This design comes from an exercise in tuning for a short achievable clock period and few clock cycles on the open sky130 flow, not from production work.
In this exercise RTL edits were held to simulation tests only and were not proved equivalent to the original.
Power is estimated from default activity; no workload was simulated.

==> flow/design.v (excerpt) <==
module CPU (clk, rst, go, imem_addr, imem_rdata, dmem_addr, dmem_wdata,
            dmem_we, dmem_rdata, led, halted);
export LEC_CHECK = 0
export CAP_MARGIN = 20
export CORE_MARGIN = 2
export CORE_UTILIZATION = 40
export SLEW_MARGIN = 20
export SYNTH_HIERARCHICAL = 1
create_clock -name core_clock -period 25.0 [get_ports {clk}]
standard.sh (not shown) runs the stock make flow with config.mk's settings and CLKGATE_MAP_FILE= SYNTH_SCRIPT=/design/flow/synth_recipe.tcl, a recipe that flattens the netlist after the stock synthesis.
==> flow/flow/run.sh <==
#!/bin/bash
# The standard layout, with timing repair aimed at a much shorter period than
# the 25 ns the design is signed off at (the constraints are unchanged; only
# repair_timing's setup margin is raised), and with the resizer free to pick
# cells of any footprint.
set -euo pipefail
cd "$(dirname "$0")/.."
export SETUP_SLACK_MARGIN=19
bash standard.sh MATCH_CELL_FOOTPRINT=0 finish > standard_flow.log 2>&1
Testbench counts at the start, summed over its fixed seeds: cycles 41,672.
Next try:
--- a/flow/design.v
+++ b/flow/design.v
@@ -45,16 +45,17 @@
       input        cin;
       reg   [32:0] r;
       begin
          r = ks32(a, b, cin);
          ks32s = r[31:0];
       end
    endfunction
    reg  [31:0] pc_f;
+   reg  [11:2] last_link;
    reg         x_valid;
    reg  [31:0] x_ir;
    reg  [31:0] x_imm;        
    reg  [31:0] x_pc;
    reg  [31:0] x_pc4;
    reg  [31:0] x_pnext;      
    reg         x_pbtb;       
    reg  [31:1] x_s1;         
@@ -152,17 +153,23 @@
    wire [31:0] sum;
    assign sum = ks32s(base, x_imm, 1'b0);
    wire [31:0] rel;
    assign rel = ks32s(x_pc, x_imm, 1'b0);
    wire        jump    = taken | x_jal;
    wire        ok_rel  = (rel == x_pnext);
    wire        ok_seq  = (x_pc4 == x_pnext);
    wire        mis     = jump ? ~ok_rel : ~ok_seq;
-   wire        redirect = x_go & (x_jalr | mis);
+   wire [31:0] jd0, jd1;
+   assign jd0 = ks32s(x_pnext, ~x_imm, 1'b1);
+   assign jd1 = ks32s({x_pnext[31:1], 1'b1}, ~x_imm, 1'b1);
+   wire        ok_jq   = (x_pc4 == jd0) | (x_pc4 == jd1);
+   wire        ok_jr   = (opa == jd0) | (opa == jd1);
+   wire        ok_j    = x_quirk ? ok_jq : ok_jr;
+   wire        redirect = x_go & (x_jalr ? ~ok_j : mis);
    wire [31:0] target  = x_jalr ? {sum[31:1], 1'b0} : jump ? rel : x_pc4;
    wire        btb_set = x_go & taken & ~x_imm[31] & mis;
    wire        btb_clr = x_go & x_pbtb & mis;
    wire        ecall_go = x_go & x_sys;
    wire        disp     = (opa == 32'd34);
    wire [31:0] in     = imem_rdata;
    wire [6:0]  in_opc = in[6:0];
    wire [2:0]  in_f3  = in[14:12];
@@ -182,24 +189,40 @@
    wire [4:0]  in_rd  = (in_wr && in[11:7] != 5'd0) ? in[11:7] : 5'd0;
    wire [4:0]  in_rs1 = in_sys ? 5'd17 : in[19:15];
    wire [4:0]  in_rs2 = in_sys ? 5'd10 : in[24:20];
    wire [31:0] in_imm = in_st  ? {{20{in[31]}}, in[31:25], in[11:7]} :
                         in_br  ? {{19{in[31]}}, in[31], in[7], in[30:25], in[11:8], 1'b0} :
                         in_jal ? {{11{in[31]}}, in[31], in[19:12], in[20], in[30:21], 1'b0} :
                                  {{20{in[31]}}, in[31:20]};
    wire        f_stat = in_ctl & (in[3] | (~in[2] & in[31]));
-   wire [31:0] f_off  = in[3] ? {{11{in[31]}}, in[31], in[19:12], in[20], in[30:21], 1'b0}
-                              : {{19{in[31]}}, in[31], in[7], in[30:25], in[11:8], 1'b0};
-   wire [11:0] f_star;
-   ks_add12 u_fst (.a(pc_f[11:0]), .b(f_off[11:0]), .s(f_star));
-   wire [31:0] f_next = f_stat ? {pc_f[31:12], f_star} :
+   wire [11:2] f_offj = {in[20], in[30:22]};
+   wire [11:2] f_offb = {in[7], in[30:25], in[11:9]};
+   wire [11:2] f_sj, f_sb;
+   ks_add10 u_fsj (.a(pc_f[11:2]), .b(f_offj), .s(f_sj));
+   ks_add10 u_fsb (.a(pc_f[11:2]), .b(f_offb), .s(f_sb));
+   wire [11:2] f_star = in[3] ? f_sj : f_sb;
+   wire        f_jalr = in_ctl & ~in[3] & in[2];
+   wire        f_qk   = (in[11:7] == in[19:15]) & (in[11:7] != 5'd0);
+   wire [31:0] f_immi = {{20{in[31]}}, in[31:20]};
+   wire [11:2] f_jq, f_jl;
+   ks_add10 u_fjq (.a(f_pc4[11:2]), .b(f_immi[11:2]), .s(f_jq));
+   ks_add10 u_fjl (.a(last_link), .b(f_immi[11:2]), .s(f_jl));
+   wire [11:2] f_jt   = f_qk ? f_jq : f_jl;
+   wire [31:0] f_next = f_stat ? {pc_f[31:12], f_star, 2'b00} :
+                        f_jalr ? {pc_f[31:12], f_jt, 2'b00} :
                         f_hit  ? f_tgt : f_pc4;
    wire [4:0]  nm_rd  = x_valid ? x_rd : 5'd0;
    always @(posedge clk or posedge rst) begin
+      if (rst)
+         last_link <= 10'd0;
+      else if (!stall && (in_opc == 7'b1101111 || f_jalr) && in[11:7] != 5'd0)
+         last_link <= f_pc4[11:2];
+   end
+   always @(posedge clk or posedge rst) begin
       if (rst) begin
          pc_f    <= 32'd0;
          x_valid <= 1'b0;
       end else if (redirect) begin
          pc_f    <= target;
          x_valid <= 1'b0;
       end else if (!stall) begin
          pc_f    <= f_next;
@@ -314,33 +337,33 @@
       dmem_addr_r  <= sum[11:2];
       dmem_wdata_r <= opb;
       w_alu        <= m_val;
       w_mem        <= dmem_rdata;
       w_lhu        <= m_lhu;
       w_a1         <= m_a1;
    end
 endmodule
-module ks_add12 (a, b, s);
-   input  [11:0] a;
-   input  [11:0] b;
-   output [11:0] s;
-   wire [11:0] p0 = a ^ b;
-   wire [11:0] g [0:4];
-   wire [11:0] p [0:4];
+module ks_add10 (a, b, s);
+   input  [9:0] a;
+   input  [9:0] b;
+   output [9:0] s;
+   wire [9:0] p0 = a ^ b;
+   wire [9:0] g [0:4];
+   wire [9:0] p [0:4];
    assign g[0] = a & b;
    assign p[0] = p0;
    genvar l, i;
    generate
       for (l = 1; l <= 4; l = l + 1) begin : lvl
-         for (i = 0; i < 12; i = i + 1) begin : bt
+         for (i = 0; i < 10; i = i + 1) begin : bt
             if (i >= (1 << (l - 1))) begin : op
                assign g[l][i] = g[l-1][i] | (p[l-1][i] & g[l-1][i - (1 << (l - 1))]);
                assign p[l][i] = p[l-1][i] & p[l-1][i - (1 << (l - 1))];
             end else begin : pass
                assign g[l][i] = g[l-1][i];
                assign p[l][i] = p[l-1][i];
             end
          end
       end
    endgenerate
-   assign s = p0 ^ {g[4][10:0], 1'b0};
+   assign s = p0 ^ {g[4][8:0], 1'b0};
 endmodule
What happened: Clock power is higher by about 3%; global-route usage climbs by 0.41 points; design area came out higher by about 6.5%; routed wire length climbs by 10%; setup slack degrades by 8.3 ps; sequential power goes up by about 2%; register-to-register slack got worse by 180 ps; final cell count climbs by about 14%; total power grows by 10%; hold slack improves by 29 ps; die area went up by about 9%; combinational power is higher by about 20%.
Testbench counts after the change, summed over its fixed seeds: cycles 40,710.

Another version of the RTL of CPU (not shown whole).
Size: about 1800 flip-flops, roughly 150 I/O pins.
Settings: LEC_CHECK=0, CAP_MARGIN=20, CORE_MARGIN=2, CORE_UTILIZATION=40, SLEW_MARGIN=20; clock period 25.0 ns.
Scripts as last shown in full above: flow/flow/run.sh
Testbench counts at the start, summed over its fixed seeds: cycles 41,672.
Next try:
--- a/flow/design.v
+++ b/flow/design.v
@@ -9,26 +9,26 @@
    output [9:0]  dmem_addr;
    output [31:0] dmem_wdata;
    output        dmem_we;
    input  [31:0] dmem_rdata;
    output [31:0] led;
    output        halted;
    reg  [31:0] pc_f;
    reg         x_valid;
    reg  [31:0] x_ir;
    reg  [31:0] x_imm;        
    reg  [31:0] x_pc;
    reg  [31:0] x_pc4;
-   reg  [31:0] x_pnext;      
-   reg         x_pbtb;       
+   reg         x_pred;       
+   reg  [31:0] x_ptgt;       
    reg  [31:1] x_s1;         
    reg  [31:1] x_s2;
    reg         x_fm1, x_fw1, x_fm2, x_fw2;    
    reg         x_hz;         
    reg  [4:0]  x_rd;         
    reg         x_ld, x_st, x_jal, x_jalr, x_sys, x_link;
    reg         x_beq, x_bne, x_blt;
    reg         x_rr;         
    reg         x_sub;        
    reg         x_quirk;      
    reg         x_sel_add, x_sel_log, x_sel_shf, x_sel_lt;
    reg  [1:0]  x_log;        
@@ -107,83 +107,76 @@
    wire [31:0] sll     = opa << shamt;
    wire [31:0] srx     = $signed({x_sra & opa[31], opa}) >>> shamt;
    wire [31:0] logic_r = x_link ? x_pc4 :
                          (x_log == 2'd0) ? (opa ^ alu_b) :
                          (x_log == 2'd2) ? (opa | alu_b) : (opa & alu_b);
    wire        eq      = (opa == opb);
    wire        taken   = (x_beq & eq) | (x_bne & ~eq) | (x_blt & lt_s);
    wire [31:0] base    = x_quirk ? x_pc4 : opa;
    wire [31:0] sum;
    ks_add32 u_agu (.a(base), .b(x_imm), .cin(1'b0), .s(sum), .cout());
    wire [31:0] rel;
    ks_add32 u_rel (.a(x_pc), .b(x_imm), .cin(1'b0), .s(rel), .cout());
-   wire        jump    = taken | x_jal;
-   wire        ok_rel  = (rel == x_pnext);
-   wire        ok_seq  = (x_pc4 == x_pnext);
-   wire        mis     = jump ? ~ok_rel : ~ok_seq;
-   wire        redirect = x_go & (x_jalr | mis);
+   wire        off4    = (x_imm == 32'd4);
+   wire        jump    = (taken | x_jal) & ~off4;
+   wire        pred_ok = (rel == x_ptgt);
+   wire        redirect = x_go & (x_jalr | (x_pred ? ~(jump & pred_ok) : jump));
    wire [31:0] target  = x_jalr ? {sum[31:1], 1'b0} : jump ? rel : x_pc4;
-   wire        btb_set = x_go & taken & ~x_imm[31] & mis;
-   wire        btb_clr = x_go & x_pbtb & mis;
+   wire        btb_set = x_go & jump & ~x_pred;
+   wire        btb_clr = x_go & x_pred & ~(jump & pred_ok);
    wire        ecall_go = x_go & x_sys;
    wire        disp     = (opa == 32'd34);
    wire [31:0] in     = imem_rdata;
    wire [6:0]  in_opc = in[6:0];
    wire [2:0]  in_f3  = in[14:12];
    wire        in_op  = (in_opc == 7'b0110011);
    wire        in_opi = (in_opc == 7'b0010011);
    wire        in_ld  = (in_opc == 7'b0000011);
    wire        in_st  = (in_opc == 7'b0100011);
    wire        in_br  = (in_opc == 7'b1100011);
    wire        in_jal = (in_opc == 7'b1101111);
    wire        in_jalr = (in_opc == 7'b1100111);
    wire        in_sys = (in_opc == 7'b1110011) && !in[21];
    wire        in_alu = in_op | in_opi;
    wire        in_u1  = in_op | in_opi | in_ld | in_st | in_br | in_jalr | in_sys;
    wire        in_u2  = in_op | in_st | in_br | in_sys;
    wire        in_wr  = in_op | in_opi | in_ld | in_jal | in_jalr;
    wire [4:0]  in_rd  = (in_wr && in[11:7] != 5'd0) ? in[11:7] : 5'd0;
    wire [4:0]  in_rs1 = in_sys ? 5'd17 : in[19:15];
    wire [4:0]  in_rs2 = in_sys ? 5'd10 : in[24:20];
    wire [31:0] in_imm = in_st  ? {{20{in[31]}}, in[31:25], in[11:7]} :
                         in_br  ? {{19{in[31]}}, in[31], in[7], in[30:25], in[11:8], 1'b0} :
                         in_jal ? {{11{in[31]}}, in[31], in[19:12], in[20], in[30:21], 1'b0} :
                                  {{20{in[31]}}, in[31:20]};
-   wire        f_stat = (in_opc == 7'b1101111) | ((in_opc == 7'b1100011) & in[31]);
-   wire [31:0] f_off  = in[3] ? {{11{in[31]}}, in[31], in[19:12], in[20], in[30:21], 1'b0}
-                              : {{19{in[31]}}, in[31], in[7], in[30:25], in[11:8], 1'b0};
-   wire [31:0] f_star;
-   ks_add32 u_fst (.a(pc_f), .b(f_off), .cin(1'b0), .s(f_star), .cout());
-   wire [31:0] f_next = f_stat ? f_star : f_hit ? f_tgt : f_pc4;
    wire [4:0]  nm_rd  = x_valid ? x_rd : 5'd0;
    always @(posedge clk or posedge rst) begin
       if (rst) begin
          pc_f    <= 32'd0;
          x_valid <= 1'b0;
       end else if (redirect) begin
          pc_f    <= target;
          x_valid <= 1'b0;
       end else if (!stall) begin
-         pc_f    <= f_next;
+         pc_f    <= f_hit ? f_tgt : f_pc4;
          x_valid <= 1'b1;
       end
    end
    always @(posedge clk) begin
       if (!stall) begin
          x_ir      <= in;
          x_imm     <= in_imm;
          x_pc      <= pc_f;
          x_pc4     <= f_pc4;
-         x_pnext   <= f_next;
-         x_pbtb    <= ~f_stat & f_hit;
+         x_pred    <= f_hit;
+         x_ptgt    <= f_tgt;
          for (k = 1; k < 32; k = k + 1) begin
             x_s1[k] <= (in_rs1 == k);
             x_s2[k] <= (in_rs2 == k);
          end
          x_rd      <= in_rd;
          x_ld      <= in_ld;
          x_st      <= in_st;
          x_jal     <= in_jal;
          x_jalr    <= in_jalr;
          x_sys     <= in_sys;
          x_link    <= in_jal | in_jalr;
          x_beq     <= in_br & (in_f3 == 3'd0);
After rerunning: Total power goes up by a quarter to a third; register-to-register slack is better by 670 ps; setup slack is better by 1200 ps; clock skew goes up by 8.3 ps; area after synthesis goes down by a few percent; wire length goes down slightly; clock power goes up by a few percent; die area goes down by a few percent; design area goes down slightly; via count goes down slightly; final cell count goes down by a few percent; first-iteration DRC count goes up slightly.
Testbench counts after the change, summed over its fixed seeds: cycles 42,774.

## static timing again, ports no longer ideal
The results above use ideal ports. As a check the final layouts listed here were re-extracted and re-timed, cells and wires unchanged. Step 1 assumes that a clkbuf_16 drives the clock port and a buf_2 every other input. Step 2 adds t to the input delays and takes it off the output delays; t is the mean of the earliest and latest rising clock arrival at the registers after step 1. Input paths then give back, and output paths get back, about the clock's delay inside the block. Slacks: no drivers / after step 1 / after step 2; pairs: no drivers / after step 1.
run | shift t [ns] | setup slack, ns | worst setup path after step 2 | worst data-port slew with drivers (ns)
the first run of note 1 | 0.957 | 18.449 / 18.352 / 17.545 | input to register | 0.20
the second run of note 1 | 0.944 | 18.441 / 18.368 / 17.607 | input to register | 0.19
the first run of note 2 | 0.932 | 17.275 / 17.307 / 16.374 | input to register | 0.11
the second run of note 2 | 0.899 | 18.489 / 18.406 / 17.949 | input to register | 0.15
After both steps setup and hold are still met in every run listed. For the first run of note 1, which loses most, drivers alone change the setup slack by -0.097 ns; drivers and shift together by -0.904 ns.
